Background: an optimization exercise with open tools, aiming at small area and a short achievable clock period. Do not read the settings as production practice. The RTL was checked by simulation tests, not by an equivalence proof against the original design.

==> inputs of trial 36 <==
## gaussian
module gaussian #(
    parameter INIT_Z1 = 64'd5030521883283424767,
    parameter INIT_Z2 = 64'd18445829279364155008,
    parameter INIT_Z3 = 64'd18436106298727503359
)
(
    input clk,
    input rstn,
    input ce,
    output valid_out,
    output [15:0] data_out
);
export LEC_CHECK = 0
export CAP_MARGIN = 20
export CORE_MARGIN = 2
export CORE_UTILIZATION = 40
export SETUP_SLACK_MARGIN = 5.0
export SLEW_MARGIN = 20
export SYNTH_MEMORY_MAX_BITS = 32768
create_clock -name core_clock -period 8.0 [get_ports {clk}]
run.sh (not shown) runs the stock make flow with config.mk's settings and CLKGATE_MAP_FILE= SYNTH_SCRIPT=/design/flow/synth_recipe.tcl, a recipe that flattens the netlist after the stock synthesis.
==> build 72: changes against trial 36 <==
--- a/flow/design.v
+++ b/flow/design.v
@@ -5810,39 +5810,37 @@
 wire [5:0] lz;
 gaussian_lzd u_gaussian_lzd (
     .data_in(word[63:3]),
     .data_out(lz)
 );
 reg [5:0]  a_lz;       
-reg [5:0]  a_lzp;      
 reg [1:0]  a_off;
-reg [14:0] a_x;
+reg [14:0] a_x;        
 reg        a_sign;
+reg [14:0] mask_n;
+integer i;
+always @(*) begin
+    for (i = 0; i < 15; i = i + 1)
+        mask_n[i] = (a_lz == 6'd46 + i);
+end
 always @(posedge clk) begin
     a_lz   <= word_rst ? 6'd0 : lz;
-    a_lzp  <= a_lz;
     a_off  <= {word[1], word[2]};
     a_x    <= {word[3], word[4], word[5], word[6], word[7],
                word[8], word[9], word[10], word[11], word[12],
-               word[13], word[14], word[15], word[16], word[17]};
+               word[13], word[14], word[15], word[16], word[17]} & ~mask_n;
     a_sign <= word[0];
 end
 wire [16:0] c2;
 gaussian_coef u_gaussian_coef (
     .addr({a_lz, a_off}),
     .c2(c2)
 );
-reg [14:0] mask_n;
-integer i;
-always @(*) begin
-    for (i = 0; i < 15; i = i + 1)
-        mask_n[i] = (a_lzp == 6'd46 + i);
-end
 gaussian_poly u_gaussian_poly (
     .clk(clk),
-    .x(a_x & ~mask_n),
+    .x(a_x),
     .c2(c2),
     .addr({a_lz, a_off}),    
     .sign(a_sign),
     .out(data_out)
 );
 endmodule
@@ -7685,15 +7683,15 @@
 reg q6_1826;
 reg q6_1827;
 reg q6_1828;
 reg q6_1829;
 reg q6_1830;
 wire [37:0] us;
+wire [15:0] res;
 reg q5_1831;
 reg q6_1832;
-wire [15:0] res;
 gaussian_coef_k1 u_gaussian_coef_k1 (.addr({q1_8, q1_7, q1_6, q1_5, q1_4, q1_3, q1_2, q1_1}), .k1(k1v));
 gaussian_coef_kc u_gaussian_coef_kc (.addr({q3_24, q3_22, q3_20, q3_18, q3_16, q3_14, q3_12, q3_10}), .kc(kcv));
 assign p27 = q1_25 & q1_26;
 assign p29 = q1_25 & q1_28;
 assign p31 = q1_25 & q1_30;
 assign p33 = q1_25 & q1_32;
CAP_MARGIN = 50   (was 20)
CORE_UTILIZATION = 50   (was 40)
SLEW_MARGIN = 40   (was 20)
==> build 63: changes against trial 36 <==
--- a/flow/design.v
+++ b/flow/design.v
@@ -5810,39 +5810,37 @@
 wire [5:0] lz;
 gaussian_lzd u_gaussian_lzd (
     .data_in(word[63:3]),
     .data_out(lz)
 );
 reg [5:0]  a_lz;       
-reg [5:0]  a_lzp;      
 reg [1:0]  a_off;
-reg [14:0] a_x;
+reg [14:0] a_x;        
 reg        a_sign;
+reg [14:0] mask_n;
+integer i;
+always @(*) begin
+    for (i = 0; i < 15; i = i + 1)
+        mask_n[i] = (a_lz == 6'd46 + i);
+end
 always @(posedge clk) begin
     a_lz   <= word_rst ? 6'd0 : lz;
-    a_lzp  <= a_lz;
     a_off  <= {word[1], word[2]};
     a_x    <= {word[3], word[4], word[5], word[6], word[7],
                word[8], word[9], word[10], word[11], word[12],
-               word[13], word[14], word[15], word[16], word[17]};
+               word[13], word[14], word[15], word[16], word[17]} & ~mask_n;
     a_sign <= word[0];
 end
 wire [16:0] c2;
 gaussian_coef u_gaussian_coef (
     .addr({a_lz, a_off}),
     .c2(c2)
 );
-reg [14:0] mask_n;
-integer i;
-always @(*) begin
-    for (i = 0; i < 15; i = i + 1)
-        mask_n[i] = (a_lzp == 6'd46 + i);
-end
 gaussian_poly u_gaussian_poly (
     .clk(clk),
-    .x(a_x & ~mask_n),
+    .x(a_x),
     .c2(c2),
     .addr({a_lz, a_off}),    
     .sign(a_sign),
     .out(data_out)
 );
 endmodule
@@ -7685,15 +7683,15 @@
 reg q6_1826;
 reg q6_1827;
 reg q6_1828;
 reg q6_1829;
 reg q6_1830;
 wire [37:0] us;
+wire [15:0] res;
 reg q5_1831;
 reg q6_1832;
-wire [15:0] res;
 gaussian_coef_k1 u_gaussian_coef_k1 (.addr({q1_8, q1_7, q1_6, q1_5, q1_4, q1_3, q1_2, q1_1}), .k1(k1v));
 gaussian_coef_kc u_gaussian_coef_kc (.addr({q3_24, q3_22, q3_20, q3_18, q3_16, q3_14, q3_12, q3_10}), .kc(kcv));
 assign p27 = q1_25 & q1_26;
 assign p29 = q1_25 & q1_28;
 assign p31 = q1_25 & q1_30;
 assign p33 = q1_25 & q1_32;
==> flow/flow/run.sh (new file) <==
#!/bin/bash
set -euo pipefail
sed 's/SETUP_SLACK_MARGIN=[0-9.]*/SETUP_SLACK_MARGIN=5.2/' standard.sh > standard_margin.sh
grep -q 'SETUP_SLACK_MARGIN=5.2' standard_margin.sh
bash standard_margin.sh finish > standard.log 2>&1
==> flow/standard.sh (new file) <==
#!/bin/bash
# synth_recipe.tcl (not shown) runs the flow's synth.tcl, then flattens the netlist and writes it again
# the make line also repeats each setting of config.mk as NAME=value (left out here)
make -C /OpenROAD-flow-scripts/flow DESIGN_CONFIG=/design/flow/config.mk WORK_HOME=/design/flow/orfs CLKGATE_MAP_FILE= SYNTH_SCRIPT=/design/flow/synth_recipe.tcl "${@:-finish}"
CORE_UTILIZATION = 50   (was 40)
removed: flow/run.sh
==> impl_metrics.tcl <==
set metrics [dict create \
    synth-simple-area-share 0.174 \
    status "timing/DRC/antenna clean" \
    power.total_mw 22.3 \
    diodes 0 \
    pg_seq_mw 5.50 \
    die_x_um 303 \
    design_area_um2 49600 \
    avgSynthCellArea_um2 8.83 \
]
The numbers above come from build 72.

==> impl_metrics.tcl <==
set metrics [dict create \
    synth-simple-area-share 0.172 \
    design_area_um2 50700 \
    diodes 4 \
    pg_seq_mw 5.64 \
    power.total_mw 23.7 \
    status "timing/DRC/antenna clean" \
    avgSynthCellArea_um2 8.96 \
    die_x_um 341 \
]
The numbers above come from trial 36.

==> impl_metrics.tcl <==
set metrics [dict create \
    status "timing/DRC/antenna clean" \
    die_x_um 303 \
    power.total_mw 22.8 \
    pg_seq_mw 5.54 \
    design_area_um2 51300 \
]
The numbers above come from build 63.

what the ideal ports hide:
How much do the figures lean on ideal ports? The routed layouts below were timed once more, with nothing changed but the port constraints.
Step 1: set_driving_cell puts a clkbuf_16 on clk and a buf_2 on each other input, an assumption about the parent block.
Step 2 times the ports against the registers' clock, not the clock port: input delays grow and output delays shrink by t, the midpoint of the rising clock arrivals with the driver on.
a / b / c = no drivers / after step 1 / after step 2; a / b = the first two.
| run | t, ns | setup WS [ns] | worst data-port slew with drivers (ns) |
|---|---|---|---|
| trial 36 | 0.730 | 4.981 / 4.981 / 4.981 | 0.03 |
| build 72 | 0.704 | 4.891 / 4.891 / 4.891 | 0.03 |
| build 63 | 0.708 | 5.075 / 5.075 / 5.075 | 0.04 |
After both steps setup and hold are still met in every run listed.
